Source: an optimization exercise on an open RTL-to-GDS flow (aim: small area). Production flows keep margins and buffers that such runs may drop.
Only simulation tests tie the RTL to the original design; equivalence was not proved.
No run shown here takes its clock network from TritonCTS; it comes from the design's own scripts or RTL.
The clock port is modelled as an ideal driver, which makes a skipped or thinned clock tree look cheaper than it is; a real chip needs a root buffer or a tree.
Power is estimated from default activity; no workload was simulated.

--- flow/design.v ---
`timescale 1ns / 1ps
module stopwatch(
    input           clk,
    input   [1:0]   sw,      
    input           btnS,    
    input           btnR,    
    output  [7:0]   seg,     
    output  [3:0]   an       
    );
    wire rst = btnR;
    wire adj = sw[0];
    wire sel = sw[1];
    reg x;
    reg y;
    reg z;
    wire ps  = x & ~z;
    wire pm  = y & ~z;
    wire bs  = x & z;
    wire bmp = y & z;
    reg [7:0] c1;
    reg [6:0] c2;
    reg c3h;
    wire c3l = z & ~(x & y);
    wire t400 = c1 == 8'h28;
    wire t4   = t400 & (&c2);
    wire fb = c1[7] ^ c1[4] ^ c1[2] ^ c1[0];
    wire [6:0] c2_inc = c2 + {6'd0, t400};
    always @(posedge clk) begin
        if (rst) begin
            c1 <= 8'h08;
            c2 <= 7'd28;
            c3h <= 1'b0;
        end
        else begin
            c1 <= {c1[6], c1[5] & ~t400, c1[4:0], fb};
            c2 <= c2_inc | {2'b0, t4, t4, t4, 2'b0};
            if (t4 & c3l)
                c3h <= ~c3h;
        end
    end
    reg [2:0] hist;
    reg pause;
    always @(posedge clk) begin
        if (t400)
            hist[2] <= hist[1];
        if (rst) begin
            hist[1:0] <= 2'b00;
            pause <= 1'b0;
        end
        else if (t400) begin
            hist[1:0] <= {hist[0], btnS};
            if (hist == 3'b110)
                pause <= ~pause;
        end
    end
    reg [3:0] so;
    reg [3:0] mo;
    reg [2:0] st;
    reg [2:0] mt;
    reg bm;
    reg mtp;    
    wire so9 = so[3] & so[0];
    wire mo9 = mo[3] & mo[0];
    function [3:0] bcd_inc(input [3:0] d);
        bcd_inc = {(d[3] & ~d[0]) | (d[2] & d[1] & d[0]),
                   d[2] ^ (d[1] & d[0]),
                   d[1] ^ (d[0] & ~d[3]),
                   ~d[0]};
    endfunction
    wire [3:0] so_n = ps ? bcd_inc(so) : so;
    wire [2:0] st_n = (ps & so9) ? {st[1:0], ~st[2]} : st;
    wire [3:0] mo_n = pm ? (mo9 ? 4'd0 : mo + 4'd1) : mo;
    wire hz1 = c3h & c3l;
    wire hz2 = c3l;
    wire sec_en = adj ? (sel & hz2) : (~pause & hz1);
    wire min_en = adj ? (~sel & hz2) : (sec_en & so_n[3] & so_n[0] & st_n[2] & ~st_n[1]);
    wire noshow = ~c3l;
    always @(posedge clk) begin
        if (rst) begin
            so <= 4'd0;
            st <= 3'd0;
            mo <= 4'd0;
            x <= 1'b1;
            y <= 1'b1;
            z <= 1'b1;
        end
        else if (t4) begin
            so <= so_n;
            st <= st_n;
            mo <= mo_n;
            x <= sec_en | (adj & sel & noshow);
            y <= min_en | (adj & ~sel & noshow);
            z <= noshow;
        end
    end
    always @(posedge clk) begin
        if (rst) begin
            mt <= 3'd0;
            mtp <= 1'b0;
            bm <= 1'b1;
        end
        else if (t400) begin
            if (mtp)
                mt <= {mt[1:0], ~mt[2]};
            mtp <= t4 & pm & mo9;
            bm <= bmp;
        end
    end
    wire started = ~(~c2[6] & ~c2[5] & ~c2[1] & ~c2[0] & x & y & z);
    wire [1:0] pos = c2[1:0] - 2'd1;
    wire [2:0] stb = {st[2] & ~st[0], st[1] & st[0], st[0] & ~st[1] | st[2] & st[0] | st[2] & ~st[1]};
    wire [2:0] mtb = {mt[2] & ~mt[0], mt[1] & mt[0], mt[0] & ~mt[1] | mt[2] & mt[0] | mt[2] & ~mt[1]};
    wire [3:0] code = (pos == 2'd0) ? (bs ? 4'hf : so) :
                      (pos == 2'd1) ? (bs ? 4'hf : {1'b0, stb}) :
                      (pos == 2'd2) ? (bm ? 4'hf : mo) :
                                      (bm ? 4'hf : {1'b0, mtb});
    assign an[0] = ~(started & pos == 2'd0);
    assign an[1] = ~(started & pos == 2'd1);
    assign an[2] = ~(started & pos == 2'd2);
    assign an[3] = ~(started & pos == 2'd3);
    wire [6:0] seg_l =          
        (code == 4'h0) ? ~7'b0111111 :
        (code == 4'h1) ? ~7'b0000110 :
        (code == 4'h2) ? ~7'b1011011 :
        (code == 4'h3) ? ~7'b1001111 :
        (code == 4'h4) ? ~7'b1100110 :
        (code == 4'h5) ? ~7'b1101101 :
        (code == 4'h6) ? ~7'b1111101 :
        (code == 4'h7) ? ~7'b0000111 :
        (code == 4'h8) ? ~7'b1111111 :
        (code == 4'h9) ? ~7'b1101111 :
                         ~7'b0000000;
    assign seg = {1'b1, seg_l};
endmodule
--- flow/flow/run.sh ---
#!/bin/bash
# Layout flow: the standard ORFS flow (standard.sh) with these changes.
#  1. Synthesis is the standard one, except that Yosys does not extract
#     half/full adders into adder cells (ADDER_MAP_FILE empty), and ABC maps
#     the logic with the area-oriented script flow/abc_area.script.
#     Registers are mapped before ABC runs, so they are the standard
#     synthesis's, with the same names and cell types.
#  2. Port buffers are buf_1 (buffer_ports -buffer_cell).
#  3. Clock distribution: instead of clock_tree_synthesis, the clock port
#     drives three buf_6 leaf buffers, one per strip of the die
#     (flow/leafcts.tcl); the rest of the CTS step (timing repair, detailed
#     placement) is unchanged.
# The ORFS scripts are copied to scripts_area/ and only those two points are
# changed there. Each step's output goes to a log file in this folder.
set -euo pipefail
W=$(pwd)
rm -rf "$W/scripts_area"
cp -r "$FLOW_HOME/scripts" "$W/scripts_area"
cp "$W/flow/abc_area.script" "$W/scripts_area/abc_area.script"
sed -i "s|^log_cmd clock_tree_synthesis {\*}\$cts_args\$|source $W/flow/leafcts.tcl; my_cts|" "$W/scripts_area/cts.tcl"
grep -q "my_cts" "$W/scripts_area/cts.tcl"
export SCRIPTS_DIR="$W/scripts_area"
ADDER_MAP_FILE= ABC_AREA=1 bash standard.sh synth > "$W/synth.log" 2>&1
export BUFFER_PORTS_ARGS="-buffer_cell sky130_fd_sc_hd__buf_1"
bash standard.sh > "$W/layout.log" 2>&1
--- flow/flow/abc_area.script ---
strash
&get -n
&deepsyn -T 30
&put
dch -f
amap -A 20 -F 4 -C 2000
mfs3 -aez -H 6
mfs3 -ae -H 6
mfs3 -aer -H 6
topo
--- flow/flow/leafcts.tcl ---
# Clock distribution: the clock port drives n leaf buffers directly, each
# feeding the flip-flops of one strip of the die: the flip-flops are sorted
# along the longer side of their bounding box and cut into n groups of equal
# size; each buffer sits at the centroid of its group.
proc my_leaf_cts { buf n } {
  set block [ord::get_db_block]
  set sinks {}
  foreach p [get_pins -hierarchical */CLK] {
    set inst [sta::sta_to_db_inst [get_cells -of_objects $p]]
    set bb [$inst getBBox]
    lappend sinks [list $p [expr {([$bb xMin] + [$bb xMax]) / 2}] [expr {([$bb yMin] + [$bb yMax]) / 2}]]
  }
  # cut the sinks into n strips of equal count along the longer side
  set xs [lmap s $sinks {lindex $s 1}]; set ys [lmap s $sinks {lindex $s 2}]
  set dx [expr {[tcl::mathfunc::max {*}$xs] - [tcl::mathfunc::min {*}$xs]}]
  set dy [expr {[tcl::mathfunc::max {*}$ys] - [tcl::mathfunc::min {*}$ys]}]
  set k [expr {$dx >= $dy ? 1 : 2}]
  set sorted [lsort -integer -index $k $sinks]
  set groups {}
  set m [llength $sorted]
  for {set j 0} {$j < $n} {incr j} {
    lappend groups [lrange $sorted [expr {$j * $m / $n}] [expr {($j + 1) * $m / $n - 1}]]
  }
  set i 0
  foreach g $groups {
    set pins [lmap s $g {lindex $s 0}]
    set cx 0; set cy 0
    foreach s $g { set cx [expr {$cx + [lindex $s 1]}]; set cy [expr {$cy + [lindex $s 2]}] }
    set cx [expr {$cx / [llength $g] / 1000.0}]; set cy [expr {$cy / [llength $g] / 1000.0}]
    insert_buffer -buffer_cell $buf -net clk -load_pins $pins -location [list $cx $cy] -buffer_name clkbuf_leaf_$i -net_name clk_leaf_$i
    incr i
  }
}

# Used in place of clock_tree_synthesis in cts.tcl (see run.sh).
proc my_cts { } {
  my_leaf_cts sky130_fd_sc_hd__buf_6 3
  global_connect
  set_propagated_clock [all_clocks]
}
--- flow/standard.sh ---
#!/bin/bash
# synth_recipe.tcl (not shown) runs the flow's synth.tcl, then flattens the netlist and writes it again
# the make line also repeats each setting of config.mk as NAME=value (left out here)
make -C /OpenROAD-flow-scripts/flow DESIGN_CONFIG=/design/flow/config.mk WORK_HOME=/design/flow/orfs CLKGATE_MAP_FILE= SYNTH_SCRIPT=/design/flow/synth_recipe.tcl "${@:-finish}"
--- flow/config.mk ---
export PLATFORM = sky130hd
export DESIGN_NAME = stopwatch
export DESIGN_NICKNAME = stopwatch
export VERILOG_FILES = /design/flow/design.v
export SDC_FILE = /design/flow/constraint.sdc
export NUM_CORES = 4
export LEC_CHECK = 0
export CAP_MARGIN = 20
export CORE_MARGIN = 2
export CORE_UTILIZATION = 40
export SLEW_MARGIN = 20
--- flow/constraint.sdc ---
create_clock -name core_clock -period 10.0 [get_ports {clk}]
set_input_delay 2.0000 -clock core_clock [delete_from_list [all_inputs] [get_ports {clk}]]
set_output_delay 2.0000 -clock core_clock [all_outputs]
set_load 0.01 [all_outputs]
==> results of run 1 <==
flip-flops by register name, indices dropped and copies added (netlist names), 3 cells and up:
| register | cells |
|---|---|
| c1 | 8 |
| hist | 3 |
| st | 3 |
| so | 4 |
| mo | 4 |
| mt | 3 |
| c2 | 7 |
routing by layer:
metal	part of all wire (%)	up-vias	routed length, um	track usage [%]
li1	-	743	-	-
met1	51	627	1610	20.4
met2	44	13	1390	25.2
met3	3.0	3	93	1.17
met4	1.2	0	37	1.53
met5	0	-	0	0
tightest hold or removal path, stage by stage (launching register included):
cell                       delay [ns]
sky130_fd_sc_hd__dfxtp_1         0.31
sky130_fd_sc_hd__clkinv_1        0.04
sky130_fd_sc_hd__nor2_1          0.03
logic make-up (layout without fill, tap and decap cells):
logic type	count (synthesis)	after routing	share of synthesized area, %
other	1	1	0.233
buffers and inverters	40	58	9.57
AOI/OAI and AO/OA	64	64	24.0
xor gates and xnor gates	1	1	0.545
DFF	39	39	49.2
and+or+nand+nor	61	61	16.5
where the power goes:
group          leakage [nW]  internal (W)  switching (W)
logic                 0.261    0.00000292     0.00000655
clock network        0.0182     0.0000241      0.0000394
registers             0.319      0.000158     0.00000102
total                 0.597      0.000185      0.0000469
Yosys cell counts, types with 2 or more instances:
| cell | count |
|---|---|
| sky130_fd_sc_hd__o22a_1 | 2 |
| sky130_fd_sc_hd__nand2_1 | 17 |
| sky130_fd_sc_hd__a222oi_1 | 2 |
| sky130_fd_sc_hd__o21ai_0 | 20 |
| sky130_fd_sc_hd__and3_1 | 2 |
| sky130_fd_sc_hd__nand4_1 | 3 |
| sky130_fd_sc_hd__nor2_1 | 27 |
| sky130_fd_sc_hd__nand3_1 | 4 |
| sky130_fd_sc_hd__a21oi_1 | 17 |
| sky130_fd_sc_hd__o22ai_1 | 12 |
| sky130_fd_sc_hd__nor2b_1 | 2 |
| sky130_fd_sc_hd__clkinv_1 | 39 |
| sky130_fd_sc_hd__o21a_1 | 2 |
| sky130_fd_sc_hd__dfxtp_1 | 38 |
| sky130_fd_sc_hd__a22oi_1 | 2 |
per-stage QoR:
| stage | cell area, sq um | total power (W) |
|---|---|---|
| floorplan | 1610 | 0.000168 |
| global placement | 1730 | 0.000172 |
| detailed placement | 1730 | 0.000172 |
| CTS | 1760 | 0.000234 |
| global route | 1760 | 0.000241 |
| finish | 1760 | 0.000232 |
worst max path at each step:
stage	slack, ns	from	to	cells past startpoint
floorplan	5.93	c2[1]	seg[2]	11
global placement	5.90	c2[1]	seg[2]	12
detailed placement	5.93	c2[1]	seg[2]	13
CTS	5.76	c2[1]	seg[2]	13
global route	5.35	c2[1]	seg[2]	13
finish	5.76	c2[1]	seg[2]	13
layout make-up, clock buffers not listed:
class	instances	area, sq um
Sequential cell	39	791
Fill cell	399	2180
Tap cell	50	62.6
Multi-Input combinational cell	127	663
Timing Repair Buffer	16	63.8
Inverter	39	146
==> reports/qor.log, run 1 <==
[pwr] Leakage Power 0.597 nW
[place] total half-perimeter wirelength after legalization and detailed placement 2420 um
[logic_synthesis] net count after synthesis 211
[clock_network] clock latency on the worst-skew pair 0.12 ns
[critical_path] signal arrival time at the worst endpoint 2.24 ns
[critical_path] kind of critical path reg2out
[floorplanning] Die H 67.4 um
[timing] maximum clock frequency 0.236 GHz
[logic_synthesis] number of cells produced by synthesis 206
[place] buffers added on ports 15
[place] Inst Count DP 271
[critical_path] worst r2r src c1[0]
[logic_synthesis] library cell with the largest summed area after synthesis sky130_fd_sc_hd__dfxtp_1
[critical_path] list of cells traversed by the critical path clkinv_1, nor2_1, clkinv_1, a21oi_1, a21oi_1, o22a_1, nor2_1, clkinv_1, nand2_1, o211ai_1, o21ai_0, o21ai_0, buf_1
[timing] transition time at the pin with the least slew margin 0.559 ns
[logic_synthesis] main area contributors after synthesis sky130_fd_sc_hd__dfxtp_1, sky130_fd_sc_hd__clkinv_1, sky130_fd_sc_hd__nor2_1
[floorplanning] Core Box Area 3940 sq um
[final_layout] most common library cell in the layout ignoring fill and taps sky130_fd_sc_hd__clkinv_1
[critical_path] count of cells along the worst register-to-register path 14
[grt] number of global-route vias before repair 1,206
[critical_path] cell type with the highest occurrence count on the critical path sky130_fd_sc_hd__clkinv_1
[detailed_routing] Detailed Route Iter0 Violations 118
[logic_synthesis] Synth cell types 32
[clock_network] post-CTS setup repair buffer count 0
[critical_path] startpoint type of the worst setup path flip-flop
[detailed_routing] via count 1,386
[floorplanning] chip width 67.4 um
[final_layout] Area growth, synth to finish 9.49%
[critical_path] critical-path maximum fanout 4
[grt] Total Routing Usage GR 14.5%
[pwr] power density over cell area 132 nW/um^2
[timing] hold violation count in the final report 0
[floorplanning] Initial Util 40.8%
[critical_path] library cell contributing the largest single delay on the critical path sky130_fd_sc_hd__dfxtp_1
[final_layout] antenna fix cells 0
[critical_path] required time of the critical path 8.00 ns
[timing] Max transition margin 62.4%
[detailed_routing] drt drc 0
[floorplanning] area of the die 4540 sq um
[critical_path] sort of element at the end of the critical path primary output
[critical_path] CP max stage delay 0.36 ns
[logic_synthesis] fraction of synthesized cell area taken by the top area cell type 47.3%
[logic_synthesis] mean post-synth cell area 7.80 sq um
[timing] period utilisation layout 42.4%
[detailed_routing] drt first pass iters 4
[timing] Hold WS 0.420 ns
[logic_synthesis] Synth Flop Type sky130_fd_sc_hd__dfxtp_1
[detailed_routing] Total Wirelength 3130 um
[flow_run] count of max-cap constraint violations 0
[grt] largest net degree at the start of global routing 17
[final_layout] post-layout util 44.7%
[final_layout] Finished Layout Cells 274
[worst_hold_path] capture endpoint of the worst hold path c1[2]
[worst_hold_path] worst min-delay path class reg2reg
[logic_synthesis] flop and latch count out of synthesis 39
[grt] aggregate global routing overflow 0
[critical_path] sum of buffers and inverters on the critical path 4
[floorplanning] I/O Pins 17
[clock_network] clock transition at the registers of the reported paths 0.09 ns
[clock_network] hold bufs inserted after CTS 0
[logic_synthesis] Post-synth ARST share 0%
[final_layout] Layout Nets 231
[grt] number of antenna violations at the first check in global routing 0
[floorplanning] Core Rows 23
[logic_synthesis] number of enable flip-flop cells after synthesis 1
[grt] wire length of the first global-routing pass 5220 um
[logic_synthesis] post-synth design cell area 1610 sq um
[clock_network] total of cells resized after clock tree synthesis 0
[outcome] run status complete, no violations
[detailed_routing] via density per instance 5.06
[timing] final period demand of the worst path 4.24 ns
[final_layout] share of layout cells above drive strength 1 1.79%
[detailed_routing] antenna violation net count after detailed routing 0
[logic_synthesis] sequential element share of the synthesized area 49.2%
[timing] number of pins with negative max-slew slack in the final report 0
[detailed_routing] post-DR wirelength/cell 11.4 um
[logic_synthesis] number of warnings reported in the yosys synthesis log 1
[place] DP Worst Slack 5.93 ns
[final_layout] top library cells by usage in the layout, fill and taps aside sky130_fd_sc_hd__clkinv_1, sky130_fd_sc_hd__dfxtp_1, sky130_fd_sc_hd__nor2_1, sky130_fd_sc_hd__o21ai_0
[critical_path] slack of the worst reg-to-reg path 6.71 ns
[timing] smallest setup slack after layout 5.76 ns
[critical_path] Worst path top cell family by delay compound AO/OA/AOI/OAI gates
[pwr] highest ir drop seen on vdd 0.0794 mV
[worst_hold_path] hold_sp c1[1]
[critical_path] destination of the worst register-to-register timing path st[1]
[timing] final-report setup violation count 0
[timing] Sum Neg Setup Slack 0 ns
[timing] Clock Skews 0.00675 ns
[timing] unrepaired setup endpoints after global routing false
[worst_hold_path] number of instances on the worst hold path 2
[place] routability congestion estimate 0.788
==> run 2: changes to the inputs <==
--- a/flow/design.v
+++ b/flow/design.v
@@ -12,3 +12,4 @@
     wire sel = sw[1];
-    reg x;
+    reg x_i;    
+    wire x = ~x_i;
     reg y;
@@ -19,4 +20,6 @@
     wire bmp = y & z;
-    reg [7:0] c1;
-    reg [6:0] c2;
+    reg [7:0] c1_s;    
+    wire [7:0] c1 = c1_s ^ 8'hc3;
+    reg [6:0] c2_s;    
+    wire [6:0] c2 = c2_s ^ 7'h20;
     reg c3h;
@@ -29,4 +32,4 @@
         if (rst) begin
-            c1 <= 8'h08;
-            c2 <= 7'd28;
+            c1_s <= 8'h08 ^ 8'hc3;
+            c2_s <= 7'd28 ^ 7'h20;
             c3h <= 1'b0;
@@ -34,4 +37,4 @@
         else begin
-            c1 <= {c1[6], c1[5] & ~t400, c1[4:0], fb};
-            c2 <= c2_inc | {2'b0, t4, t4, t4, 2'b0};
+            c1_s <= {c1[6], c1[5] & ~t400, c1[4:0], fb} ^ 8'hc3;
+            c2_s <= (c2_inc | {2'b0, t4, t4, t4, 2'b0}) ^ 7'h20;
             if (t4 & c3l)
@@ -82,3 +85,3 @@
             mo <= 4'd0;
-            x <= 1'b1;
+            x_i <= 1'b0;
             y <= 1'b1;
@@ -90,3 +93,3 @@
             mo <= mo_n;
-            x <= sec_en | (adj & sel & noshow);
+            x_i <= ~(sec_en | (adj & sel & noshow));
             y <= min_en | (adj & ~sel & noshow);
==> reports/qor.log, run 2 <==
[outcome] run status complete, no violations
[detailed_routing] drt first pass iters 4 [unchanged]
[detailed_routing] via density per instance 5.04 [-0.42%]
[clock_network] clock transition at the registers of the reported paths 0.09 ns [about the same]
[grt] Total Routing Usage GR 14.1% [-0.46 points]
[timing] final period demand of the worst path 4.63 ns [+0.390 ns]
[logic_synthesis] number of enable flip-flop cells after synthesis 1 [unchanged]
[pwr] net switching power figure 0.0000474 W [+0.93%]
[logic_synthesis] library cell with the largest summed area after synthesis sky130_fd_sc_hd__dfxtp_1
[critical_path] startpoint type of the worst setup path flip-flop
[timing] transition time at the pin with the least slew margin 0.802 ns [+0.243 ns]
[timing] unrepaired setup endpoints after global routing false
[timing] Hold WS 0.416 ns [-0.00399 ns]
[detailed_routing] post-DR wirelength/cell 11.4 um [-0.30%]
[floorplanning] Core Box Area 3740 sq um [-5.0%]
[final_layout] Area growth, synth to finish 9.39% [about the same]
[final_layout] most common library cell in the layout ignoring fill and taps sky130_fd_sc_hd__dfxtp_1
[worst_hold_path] worst min-delay path class reg2reg
[detailed_routing] antenna violation net count after detailed routing 0 [unchanged]
[timing] final-report setup violation count 0 [unchanged]
[final_layout] largest registers ranked by flip-flop count c1_s x8, c2_s x7
[floorplanning] I/O Pins 17 [unchanged]
[timing] hold violation count in the final report 0 [unchanged]
[flow_run] count of max-cap constraint violations 0 [unchanged]
[place] routability congestion estimate 0.790 [+0.18%]
[pwr] switching power share of the total 20.3% [+0.023 points]
[logic_synthesis] number of cells produced by synthesis 204 [-0.97%]
[timing] maximum clock frequency 0.216 GHz [-8.4%]
[clock_network] clock latency on the worst-skew pair 0.12 ns [about the same]
[floorplanning] Die H 67.2 um [-0.26%]
[place] buffers added on ports 15 [unchanged]
[timing] number of pins with negative max-slew slack in the final report 0 [unchanged]
[critical_path] critical-path maximum fanout 5 [+1]
[pwr] Comb power frac 4.5% [+0.4 points]
[timing] period utilisation layout 46.3% [+3.9 points]
[place] total half-perimeter wirelength after legalization and detailed placement 2360 um [-2.7%]
[timing] Sum Neg Setup Slack 0 ns [unchanged]
[logic_synthesis] main area contributors after synthesis sky130_fd_sc_hd__dfxtp_1, sky130_fd_sc_hd__nor2_1, sky130_fd_sc_hd__o21ai_0
[critical_path] signal arrival time at the worst endpoint 2.63 ns [+0.39 ns]
[pwr] Power Total 0.000234 W [+0.81%]
[final_layout] top library cells by usage in the layout, fill and taps aside sky130_fd_sc_hd__dfxtp_1, sky130_fd_sc_hd__nor2_1, sky130_fd_sc_hd__clkinv_1, sky130_fd_sc_hd__o21ai_0, sky130_fd_sc_hd__nand2_1
[grt] number of antenna violations at the first check in global routing 0 [unchanged]
[logic_synthesis] post-synth design cell area 1600 sq um [-0.54%]
[final_layout] antenna fix cells 0 [unchanged]
[floorplanning] chip width 67.2 um [-0.26%]
[floorplanning] Initial Util 42.7% [+1.9 points]
[logic_synthesis] net count after synthesis 209 [-0.95%]
[logic_synthesis] number of warnings reported in the yosys synthesis log 1 [unchanged]
[final_layout] Largest Register c1_s
[final_layout] summed area of non-filler cells in the final layout 1750 sq um [-0.64%]
[critical_path] kind of critical path reg2out
[grt] number of global-route vias before repair 1,162 [-3.6%]
[detailed_routing] via count 1,360 [-1.9%]
[detailed_routing] Total Wirelength 3080 um [-1.8%]
[final_layout] Finished Layout Cells 270 [-1.5%]
[critical_path] required time of the critical path 8.00 ns [about the same]
[floorplanning] Core Rows 22 [-4.3%]
[detailed_routing] Detailed Route Iter0 Violations 83 [-30%]
[pwr] Leakage Power 0.594 nW [-0.51%]
[logic_synthesis] sequential element share of the synthesized area 49.5% [+0.27 points]
[pwr] Sequential Power Share 68.4% [-0.2 points]
[logic_synthesis] Synth cell types 27 [-16%]
[place] area of placed instances 1720 sq um [-0.65%]
[place] Inst Count DP 267 [-1.5%]
[logic_synthesis] most frequent cell after synthesis sky130_fd_sc_hd__dfxtp_1
[logic_synthesis] Post-synth ARST share 0% [unchanged]
[timing] Clock Skews 0.0110 ns [+0.00423 ns]
[final_layout] max reg flops 8 [unchanged]
[grt] wire length of the first global-routing pass 5130 um [-1.7%]
[pwr] clock network power share 27.0% [-0.4 points]
[pwr] power density over cell area 134 nW/um^2 [+1.5%]
[floorplanning] area of the die 4520 sq um [-0.52%]
[logic_synthesis] Synth Flop Type sky130_fd_sc_hd__dfxtp_1
[logic_synthesis] fraction of synthesized cell area taken by the top area cell type 47.6% [+0.26 points]
[grt] aggregate global routing overflow 0 [unchanged]
[pwr] internal power 0.000186 W [+0.78%]
[critical_path] sort of element at the end of the critical path primary output
[detailed_routing] drt drc 0 [unchanged]
[clock_network] hold bufs inserted after CTS 0 [unchanged]
[pwr] highest ir drop seen on vdd 0.0760 mV [-4.3%]
[timing] Max transition margin 45.1% [-17 points]
[final_layout] share of layout cells above drive strength 1 1.80% [+0.016 points]
[logic_synthesis] most instantiated cells after synthesis sky130_fd_sc_hd__dfxtp_1, sky130_fd_sc_hd__nor2_1, sky130_fd_sc_hd__clkinv_1, sky130_fd_sc_hd__nand2_1, sky130_fd_sc_hd__o21ai_0
[clock_network] total of cells resized after clock tree synthesis 0 [unchanged]
[final_layout] Layout Nets 229 [-0.87%]
[grt] largest net degree at the start of global routing 20 [+3]
[clock_network] post-CTS setup repair buffer count 0 [unchanged]
[logic_synthesis] mean post-synth cell area 7.84 sq um [+0.43%]
[logic_synthesis] flop and latch count out of synthesis 39 [unchanged]
==> run 2: metrics by stage <==
stage / setup slack (ns) / utilization [%]
2_1_floorplan: 5.68 / -
3_3_place_gp: 5.62 / 45.8
3_5_place_dp: 5.56 / 45.8
4_1_cts: 5.41 / 46.7
5_1_grt: 5.13 / 46.7
6_report: 5.37 / 46.7
==> run 2: logic make-up (layout without fill, tap and decap cells) <==
family / count (synthesis) / count (layout) / share of synthesized area [%]
and+or+nand+nor: 80 / 80 / 22.3
AOI/OAI and AO/OA: 60 / 60 / 22.1
DFF: 39 / 39 / 49.5
buffers and inverters: 24 / 42 / 5.87
other: 1 / 1 / 0.235
==> run 2: cell type report, clock buffers not listed <==
cell class	instances	area [sq um]
fill	406	1990
sequential	39	791
multi-input combinational	141	714
inverter	23	86.3
timing repair buffer	16	63.8
tap	48	60.1
==> run 2: power by group through the flow <==
stage | registers, W | logic, W | clock network (W)
2_1_floorplan | 0.000163 | 0.00000720 | 0
5_1_grt | 0.000160 | 0.0000123 | 0.0000709
3_3_place_gp | 0.000163 | 0.0000107 | 0
6_report | 0.000160 | 0.0000106 | 0.0000631
4_1_cts | 0.000160 | 0.0000108 | 0.0000657
3_5_place_dp | 0.000163 | 0.0000108 | 0
==> run 2: worst paths after layout <==
check / from / endpoint / slack, ns / cells past startpoint
min: c1_s[5] / c1_s[6] / 0.42 / 1
min reg2reg: c1_s[5] / c1_s[6] / 0.42 / 1
max reg2reg: c1_s[4] / mo[3] / 6.10 / 18
max: c2_s[0] / seg[1] / 5.37 / 10
==> run 2: layer usage <==
metal | vias up | wire length (um) | GRT usage (%) | part of all wire, %
li1 | 733 | - | - | -
met5 | - | 0 | 0 | 0
met4 | 0 | 36 | 1.53 | 1.2
met1 | 600 | 1550 | 19.6 | 50
met3 | 5 | 149 | 1.50 | 4.8
met2 | 22 | 1340 | 24.3 | 44
==> run 2: worst max-delay path, cell delays in order, from the launching register on <==
cell,delay (ns)
sky130_fd_sc_hd__dfxtp_1,0.37
sky130_fd_sc_hd__nand2b_1,0.21
sky130_fd_sc_hd__nor3_1,0.07
sky130_fd_sc_hd__a2111oi_0,0.68
sky130_fd_sc_hd__and2_0,0.25
sky130_fd_sc_hd__nor2_1,0.07
sky130_fd_sc_hd__o21bai_1,0.20
sky130_fd_sc_hd__o21ai_0,0.24
sky130_fd_sc_hd__clkinv_1,0.12
sky130_fd_sc_hd__o21bai_1,0.13
sky130_fd_sc_hd__buf_1,0.16
==> run 3: changes to the inputs <==
--- a/flow/flow/run.sh
+++ b/flow/flow/run.sh
@@ -22,3 +22,3 @@
 export SCRIPTS_DIR="$W/scripts_area"
-ADDER_MAP_FILE= ABC_AREA=1 bash standard.sh synth > "$W/synth.log" 2>&1
+SYNTH_INSBUF=0 ADDER_MAP_FILE= ABC_AREA=1 bash standard.sh synth > "$W/synth.log" 2>&1
 export BUFFER_PORTS_ARGS="-buffer_cell sky130_fd_sc_hd__buf_1"
--- a/flow/config.mk
+++ b/flow/config.mk
@@ -7,5 +7,6 @@
 export LEC_CHECK = 0
-export CAP_MARGIN = 20
+export CAP_MARGIN = 0
 export CORE_MARGIN = 2
 export CORE_UTILIZATION = 40
-export SLEW_MARGIN = 20
+export GPL_TIMING_DRIVEN = 0
+export SLEW_MARGIN = 0
==> reports/qor.log, run 3 <==
[critical_path] Worst path top cell family by delay compound AO/OA/AOI/OAI gates
[pwr] net switching power figure 0.0000469 W [-1.1%]
[worst_hold_path] capture endpoint of the worst hold path c1_s[6]
[logic_synthesis] most instantiated cells after synthesis sky130_fd_sc_hd__dfxtp_1, sky130_fd_sc_hd__nor2_1, sky130_fd_sc_hd__clkinv_1, sky130_fd_sc_hd__nand2_1, sky130_fd_sc_hd__o21ai_0
[grt] aggregate global routing overflow 0 [unchanged]
[logic_synthesis] sequential element share of the synthesized area 49.7% [+0.23 points]
[timing] final-report setup violation count 0 [unchanged]
[logic_synthesis] fraction of synthesized cell area taken by the top area cell type 47.8% [+0.22 points]
[timing] unrepaired setup endpoints after global routing false
[logic_synthesis] most frequent cell after synthesis sky130_fd_sc_hd__dfxtp_1
[critical_path] CP max stage delay 0.72 ns [+0.04 ns]
[pwr] internal power 0.000186 W [-0.15%]
[worst_hold_path] number of instances on the worst hold path 1 [unchanged]
[timing] transition time at the pin with the least slew margin 0.848 ns [+0.0460 ns]
[timing] Max transition margin 42.0% [-3.1 points]
[critical_path] signal arrival time at the worst endpoint 2.62 ns [about the same]
[critical_path] worst r2r src c1_s[0]
[clock_network] clock latency on the worst-skew pair 0.12 ns [about the same]
[critical_path] destination of the worst register-to-register timing path mo[3]
[place] total half-perimeter wirelength after legalization and detailed placement 2300 um [-2.2%]
[final_layout] max reg flops 8 [unchanged]
[flow_run] count of max-cap constraint violations 0 [unchanged]
[final_layout] top library cells by usage in the layout, fill and taps aside sky130_fd_sc_hd__dfxtp_1, sky130_fd_sc_hd__nor2_1, sky130_fd_sc_hd__clkinv_1, sky130_fd_sc_hd__o21ai_0, sky130_fd_sc_hd__nand2_1
[logic_synthesis] Synth cell types 26 [-3.7%]
[floorplanning] Core Rows 22 [unchanged]
[logic_synthesis] number of warnings reported in the yosys synthesis log 1 [unchanged]
[floorplanning] Core Box Area 3740 sq um [unchanged]
[detailed_routing] Detailed Route Iter0 Violations 41 [-51%]
[critical_path] required time of the critical path 8.00 ns [about the same]
[critical_path] list of cells traversed by the critical path nand2b_1, nor3_1, a2111oi_0, and2_0, nor2_1, o21bai_1, o21ai_0, clkinv_1, o21bai_1, buf_1
[place] buffers added on ports 15 [unchanged]
[floorplanning] Initial Util 42.5% [-0.20 points]
[timing] period utilisation layout 46.2% [-0.086 points]
[timing] maximum clock frequency 0.217 GHz [+0.19%]
[grt] number of global-route vias before repair 1,132 [-2.6%]
[detailed_routing] detailed route wirelength on metal2 1220 um [-9.1%]
[critical_path] critical-path maximum fanout 5 [unchanged]
[floorplanning] chip width 67.1 um [-0.22%]
[clock_network] clock transition at the registers of the reported paths 0.09 ns [about the same]
[final_layout] most common library cell in the layout ignoring fill and taps sky130_fd_sc_hd__dfxtp_1
[grt] Total Routing Usage GR 13.9% [-0.14 points]
[detailed_routing] via density per instance 4.93 [-2.1%]
[critical_path] startpoint type of the worst setup path flip-flop
[pwr] Sequential Power Share 68.7% [+0.3 points]
[detailed_routing] met1 wire length 1610 um [+3.8%]
[critical_path] cell type with the highest occurrence count on the critical path sky130_fd_sc_hd__o21bai_1
[pwr] Leakage Power 0.590 nW [-0.81%]
[logic_synthesis] mean post-synth cell area 7.84 sq um [about the same]
[pwr] switching power share of the total 20.1% [-0.15 points]
[detailed_routing] via count 1,326 [-2.5%]
[grt] number of antenna violations at the first check in global routing 0 [unchanged]
[grt] wire length of the first global-routing pass 5020 um [-2.3%]
[worst_hold_path] worst min-delay path class reg2reg
[clock_network] post-CTS setup repair buffer count 0 [unchanged]
[logic_synthesis] library cell with the largest summed area after synthesis sky130_fd_sc_hd__dfxtp_1
[critical_path] library cell contributing the largest single delay on the critical path sky130_fd_sc_hd__a2111oi_0
[detailed_routing] drt drc 0 [unchanged]
[pwr] highest ir drop seen on vdd 0.0539 mV [-29%]
[floorplanning] I/O Pins 17 [unchanged]
[critical_path] sum of buffers and inverters on the critical path 2 [unchanged]
[critical_path] slack of the worst reg-to-reg path 6.01 ns [-0.09 ns]
[detailed_routing] Total Wirelength 3000 um [-2.6%]
[detailed_routing] drt first pass iters 4 [unchanged]
[final_layout] Layout Nets 228 [-0.44%]
[clock_network] hold bufs inserted after CTS 0 [unchanged]
[timing] hold violation count in the final report 0 [unchanged]
[pwr] clock network power share 26.9% [about the same]
[floorplanning] area of the die 4500 sq um [-0.45%]
[outcome] run status complete, no violations
[detailed_routing] post-DR wirelength/cell 11.1 um [-2.3%]
[logic_synthesis] number of cells produced by synthesis 203 [-0.49%]
[pwr] Comb power frac 4.4% [about the same]
[worst_hold_path] hold_sp c1_s[5]
[detailed_routing] wire length on met3 119 um [-20%]
[critical_path] count of cells along the worst register-to-register path 18 [unchanged]
[critical_path] kind of critical path reg2out
[clock_network] total of cells resized after clock tree synthesis 0 [unchanged]
[floorplanning] Die H 67.1 um [-0.22%]
[final_layout] Largest Register c1_s
[pwr] power density over cell area 134 nW/um^2 [about the same]
[final_layout] antenna fix cells 0 [unchanged]
[place] routability congestion estimate 0.734 [-7.0%]
[detailed_routing] antenna violation net count after detailed routing 0 [unchanged]
[logic_synthesis] number of enable flip-flop cells after synthesis 1 [unchanged]
[logic_synthesis] flop and latch count out of synthesis 39 [unchanged]
[timing] Clock Skews 0.00631 ns [-0.00467 ns]
[timing] Hold WS 0.412 ns [-0.00391 ns]
[final_layout] Area growth, synth to finish 9.43% [about the same]
[logic_synthesis] Synth Flop Type sky130_fd_sc_hd__dfxtp_1
[final_layout] share of layout cells above drive strength 1 1.36% [-0.44 points]
[grt] largest net degree at the start of global routing 20 [unchanged]
[timing] final period demand of the worst path 4.62 ns [-0.00863 ns]
[detailed_routing] uppermost metal layer occupied by signal nets met4
[timing] number of pins with negative max-slew slack in the final report 0 [unchanged]
[timing] Sum Neg Setup Slack 0 ns [unchanged]
[logic_synthesis] Post-synth ARST share 0% [unchanged]
[logic_synthesis] post-synth design cell area 1590 sq um [-0.47%]
[critical_path] sort of element at the end of the critical path primary output
[final_layout] largest registers ranked by flip-flop count c1_s x8, c2_s x7
[logic_synthesis] net count after synthesis 208 [-0.48%]
[logic_synthesis] main area contributors after synthesis sky130_fd_sc_hd__dfxtp_1, sky130_fd_sc_hd__nor2_1, sky130_fd_sc_hd__o21ai_0
run 3: cell count changes after synthesis, sizes merged:
| cell | before | now |
|---|---|---|
| buf | 1 | 0 |
run 3: power groups by stage:
stage	combinational [W]	sequential (W)	clock, W
2_1_floorplan	0.00000691	0.000163	0
3_3_place_gp	0.0000103	0.000163	0
3_5_place_dp	0.0000104	0.000163	0
4_1_cts	0.0000104	0.000160	0.0000660
5_1_grt	0.0000117	0.000160	0.0000719
6_report	0.0000102	0.000160	0.0000628
run 3: worst max path at each step:
| stage | start | end | cells past startpoint |
|---|---|---|---|
| floorplan | c2_s[0] | seg[1] | 9 |
| global placement | c2_s[0] | seg[1] | 10 |
| detailed placement | c2_s[0] | seg[1] | 10 |
| CTS | c2_s[0] | seg[1] | 10 |
| global route | c2_s[0] | seg[1] | 10 |
| finish | c2_s[0] | seg[1] | 10 |
run 3: final cells by class, clock buffers not listed:
type / count / area [sq um]
Timing Repair Buffer: 15 / 56.3
Tap cell: 48 / 60.1
Sequential cell: 39 / 791
Inverter: 23 / 86.3
Fill cell: 396 / 2000
Multi-Input combinational cell: 141 / 714
run 3: per-layer routing:
metal	vias up	track usage [%]
met1	560	20.5
li1	743	-
met4	0	1.79
met3	4	1.18
met5	-	0
met2	19	22.6
run 3: cells by family after synthesis:
group                  after synthesis  share of synthesized area, %
AOI/OAI and AO/OA                   60                          22.2
buffers and inverters               23                          5.42
DFF                                 39                          49.7
other                                1                         0.236
and+or+nand+nor                     80                          22.4
run 3: metrics by stage:
stage                     power, W  setup slack [ns]  util (%)  cell area, sq um  cells
after floorplan           0.000170              5.68         -              1590    203
after global placement    0.000174              5.54      45.6              1710    266
after detailed placement  0.000174              5.54      45.6              1710    266
after CTS                 0.000236              5.37      46.5              1740    269
after global routing      0.000244              5.07      46.5              1740    269
final                     0.000233              5.38      46.5              1740    269
==> run 4: changes to the inputs <==
--- a/flow/flow/run.sh
+++ b/flow/flow/run.sh
@@ -3,4 +3,5 @@
 #  1. Synthesis is the standard one, except that Yosys does not extract
-#     half/full adders into adder cells (ADDER_MAP_FILE empty), and ABC maps
-#     the logic with the area-oriented script flow/abc_area.script.
+#     half/full adders into adder cells (ADDER_MAP_FILE empty) nor buffer
+#     pass-through outputs (SYNTH_INSBUF=0), and ABC maps the logic with the
+#     area-oriented script flow/abc_area.script.
 #     Registers are mapped before ABC runs, so they are the standard
@@ -8,8 +9,2 @@
 #  2. Port buffers are buf_1 (buffer_ports -buffer_cell).
-#  3. Clock distribution: instead of clock_tree_synthesis, the clock port
-#     drives three buf_6 leaf buffers, one per strip of the die
-#     (flow/leafcts.tcl); the rest of the CTS step (timing repair, detailed
-#     placement) is unchanged.
-# The ORFS scripts are copied to scripts_area/ and only those two points are
-# changed there. Each step's output goes to a log file in this folder.
 set -euo pipefail
==> reports/qor.log, run 4 <==
[floorplanning] area of the die 4500 sq um [unchanged]
[final_layout] Layout Nets 228 [unchanged]
[floorplanning] chip width 67.1 um [unchanged]
[grt] Total Routing Usage GR 13.9% [unchanged]
[logic_synthesis] Synth Flop Type sky130_fd_sc_hd__dfxtp_1
[detailed_routing] via density per instance 4.93 [unchanged]
[logic_synthesis] sequential element share of the synthesized area 49.7% [unchanged]
[pwr] Leakage Power 0.590 nW [unchanged]
[timing] Sum Neg Setup Slack 0 ns [unchanged]
[clock_network] post-CTS setup repair buffer count 0 [unchanged]
[detailed_routing] Detailed Route Iter0 Violations 41 [unchanged]
[pwr] power density over cell area 134 nW/um^2 [unchanged]
[grt] number of global-route vias before repair 1,132 [unchanged]
[critical_path] CP max stage delay 0.72 ns [about the same]
[detailed_routing] antenna violation net count after detailed routing 0 [unchanged]
[detailed_routing] post-DR wirelength/cell 11.1 um [unchanged]
[final_layout] top library cells by usage in the layout, fill and taps aside sky130_fd_sc_hd__dfxtp_1, sky130_fd_sc_hd__nor2_1, sky130_fd_sc_hd__clkinv_1, sky130_fd_sc_hd__o21ai_0, sky130_fd_sc_hd__nand2_1
[timing] final-report setup violation count 0 [unchanged]
[critical_path] required time of the critical path 8.00 ns [about the same]
[timing] hold violation count in the final report 0 [unchanged]
[logic_synthesis] library cell with the largest summed area after synthesis sky130_fd_sc_hd__dfxtp_1
[timing] Max transition margin 42.0% [unchanged]
[pwr] highest ir drop seen on vdd 0.0539 mV [unchanged]
[logic_synthesis] flop and latch count out of synthesis 39 [unchanged]
[timing] Clock Skews 0.00631 ns [unchanged]
[flow_run] count of max-cap constraint violations 0 [unchanged]
[clock_network] clock latency on the worst-skew pair 0.12 ns [about the same]
[clock_network] hold bufs inserted after CTS 0 [unchanged]
[grt] aggregate global routing overflow 0 [unchanged]
[critical_path] sort of element at the end of the critical path primary output
[critical_path] list of cells traversed by the critical path nand2b_1, nor3_1, a2111oi_0, and2_0, nor2_1, o21bai_1, o21ai_0, clkinv_1, o21bai_1, buf_1
[final_layout] Area growth, synth to finish 9.43% [unchanged]
[detailed_routing] via count 1,326 [unchanged]
[outcome] run status complete, no violations
[critical_path] startpoint type of the worst setup path flip-flop
[critical_path] library cell contributing the largest single delay on the critical path sky130_fd_sc_hd__a2111oi_0
[final_layout] number of filler instances in the final layout 396 [unchanged]
[logic_synthesis] Post-synth ARST share 0% [unchanged]
[final_layout] Largest Register c1_s
[logic_synthesis] number of warnings reported in the yosys synthesis log 1 [unchanged]
[critical_path] kind of critical path reg2out
[timing] number of pins with negative max-slew slack in the final report 0 [unchanged]
[worst_hold_path] worst min-delay path class reg2reg
[floorplanning] Die H 67.1 um [unchanged]
[final_layout] max reg flops 8 [unchanged]
[logic_synthesis] number of enable flip-flop cells after synthesis 1 [unchanged]
[logic_synthesis] net count after synthesis 208 [unchanged]
[final_layout] post-layout util 46.5% [unchanged]
[critical_path] signal arrival time at the worst endpoint 2.62 ns [about the same]
[grt] wire length of the first global-routing pass 5020 um [unchanged]
[critical_path] cell type with the highest occurrence count on the critical path sky130_fd_sc_hd__o21bai_1
[floorplanning] I/O Pins 17 [unchanged]
[detailed_routing] drt drc 0 [unchanged]
[final_layout] share of layout cells above drive strength 1 1.36% [unchanged]
[floorplanning] Core Box Area 3740 sq um [unchanged]
[final_layout] antenna fix cells 0 [unchanged]
[logic_synthesis] post-synth design cell area 1590 sq um [unchanged]
[place] routability congestion estimate 0.734 [unchanged]
[floorplanning] Core Rows 22 [unchanged]
[timing] transition time at the pin with the least slew margin 0.848 ns [unchanged]
[timing] maximum clock frequency 0.217 GHz [unchanged]
[place] buffers added on ports 15 [unchanged]
[floorplanning] Initial Util 42.5% [unchanged]
[clock_network] clock transition at the registers of the reported paths 0.09 ns [about the same]
[detailed_routing] drt first pass iters 4 [unchanged]
[final_layout] most common library cell in the layout ignoring fill and taps sky130_fd_sc_hd__dfxtp_1
[logic_synthesis] Synth cell types 26 [unchanged]
[clock_network] total of cells resized after clock tree synthesis 0 [unchanged]
[grt] number of antenna violations at the first check in global routing 0 [unchanged]
[logic_synthesis] mean post-synth cell area 7.84 sq um [unchanged]
[detailed_routing] Total Wirelength 3000 um [unchanged]
[logic_synthesis] number of cells produced by synthesis 203 [unchanged]
[logic_synthesis] main area contributors after synthesis sky130_fd_sc_hd__dfxtp_1, sky130_fd_sc_hd__nor2_1, sky130_fd_sc_hd__o21ai_0
[grt] largest net degree at the start of global routing 20 [unchanged]
[logic_synthesis] most frequent cell after synthesis sky130_fd_sc_hd__dfxtp_1
[timing] unrepaired setup endpoints after global routing false
[logic_synthesis] fraction of synthesized cell area taken by the top area cell type 47.8% [unchanged]
[final_layout] largest registers ranked by flip-flop count c1_s x8, c2_s x7
[timing] final period demand of the worst path 4.62 ns [unchanged]
[place] total half-perimeter wirelength after legalization and detailed placement 2300 um [unchanged]
[critical_path] critical-path maximum fanout 5 [unchanged]
[logic_synthesis] most instantiated cells after synthesis sky130_fd_sc_hd__dfxtp_1, sky130_fd_sc_hd__nor2_1, sky130_fd_sc_hd__clkinv_1, sky130_fd_sc_hd__nand2_1, sky130_fd_sc_hd__o21ai_0
[timing] period utilisation layout 46.2% [unchanged]
## run 4: path summary, 6_finish.rpt
path	start	to	slack (ns)	cells past startpoint
hold reg to reg	c1_s[5]	c1_s[6]	0.41	1
hold / removal	c1_s[5]	c1_s[6]	0.41	1
setup / recovery	c2_s[0]	seg[1]	5.38	10
setup reg to reg	c1_s[0]	mo[3]	6.01	18
## run 4: per-stage QoR
stage / instance area (sq um) / worst slack, ns / total power (W) / hold WS, ns / instances
after floorplan: 1590 / 5.68 / 0.000170 / 0.384 / 203
after CTS: 1740 / 5.37 / 0.000236 / 0.417 / 269
after global placement: 1710 / 5.54 / 0.000174 / 0.399 / 266
after global routing: 1740 / 5.07 / 0.000244 / 0.439 / 269
after detailed placement: 1710 / 5.54 / 0.000174 / 0.399 / 266
final: 1740 / 5.38 / 0.000233 / 0.412 / 269
## run 4: critical path, delay by kind of cell, from the launching register on
family	cells	cell delay, ns
and+or+nand+nor	4	0.58
DFF	1	0.37
AOI/OAI and AO/OA	4	1.27
buffers and inverters	2	0.28
## run 4: metal layers
| metal | GRT usage, % | share of wire (%) | up-vias | routed length (um) |
|---|---|---|---|---|
| met5 | 0 | 0 | - | 0 |
| met4 | 1.79 | 1.6 | 0 | 47 |
| met3 | 1.18 | 4.0 | 4 | 119 |
| met2 | 22.6 | 41 | 19 | 1220 |
| met1 | 20.5 | 54 | 560 | 1610 |
| li1 | - | - | 743 | - |
## run 4: layout make-up, clock buffers not listed
cell class | count | area, sq um | share of cell area (%)
multi-input cells | 141 | 714 | 41.0
flip-flops and latches | 39 | 791 | 45.4
well taps | 48 | 60.1 | 3.45
repair buffers | 15 | 56.3 | 3.23
inverters | 23 | 86.3 | 4.96
## run 4: power breakdown
group | leakage [nW] | switching (W) | internal (W)
sequential | 0.319 | 0.00000143 | 0.000159
clock | 0.0182 | 0.0000387 | 0.0000240
combinational | 0.252 | 0.00000673 | 0.00000348
## run 4: kinds of logic after synthesis
group / share of synthesized area [%]
AND/OR/NAND/NOR: 22.4
buffers and inverters: 5.42
flip-flops: 49.7
AO/OA/AOI/OAI: 22.2
other: 0.236

[re-timing with driven ports]
The flow's constraints put no driver on any port. The routed layouts listed below were extracted and timed again, unchanged, in two steps. Step 1 sets driving cells, clkbuf_16 on the clock port and buf_2 on the other inputs (assumed; they add their load-dependent delay and slew). Step 2 adds t to the input delays and takes it off the output delays; t is the mean of the earliest and latest rising clock arrival at the registers after step 1. Input paths then give back, and output paths get back, about the clock's delay inside the block. a / b / c = no drivers / after step 1 / after step 2; a / b = the first two.
run | shift t [ns] | setup slack, ns | latest minus earliest clock arrival (ns) | worst register clock-pin slew, ns | worst slew at a driven data input, ns
run 1 | 0.163 | 5.764 / 5.720 / 5.882 | 0.006 / 0.007 | 0.09 / 0.09 | 0.03
run 2 | 0.165 | 5.374 / 5.327 / 5.492 | 0.011 / 0.011 | 0.10 / 0.10 | 0.03
run 3 | 0.165 | 5.382 / 5.336 / 5.500 | 0.006 / 0.007 | 0.09 / 0.09 | 0.03
run 4 | 0.165 | 5.382 / 5.336 / 5.500 | 0.006 / 0.007 | 0.09 / 0.09 | 0.03
After both steps every run listed still meets setup and hold.
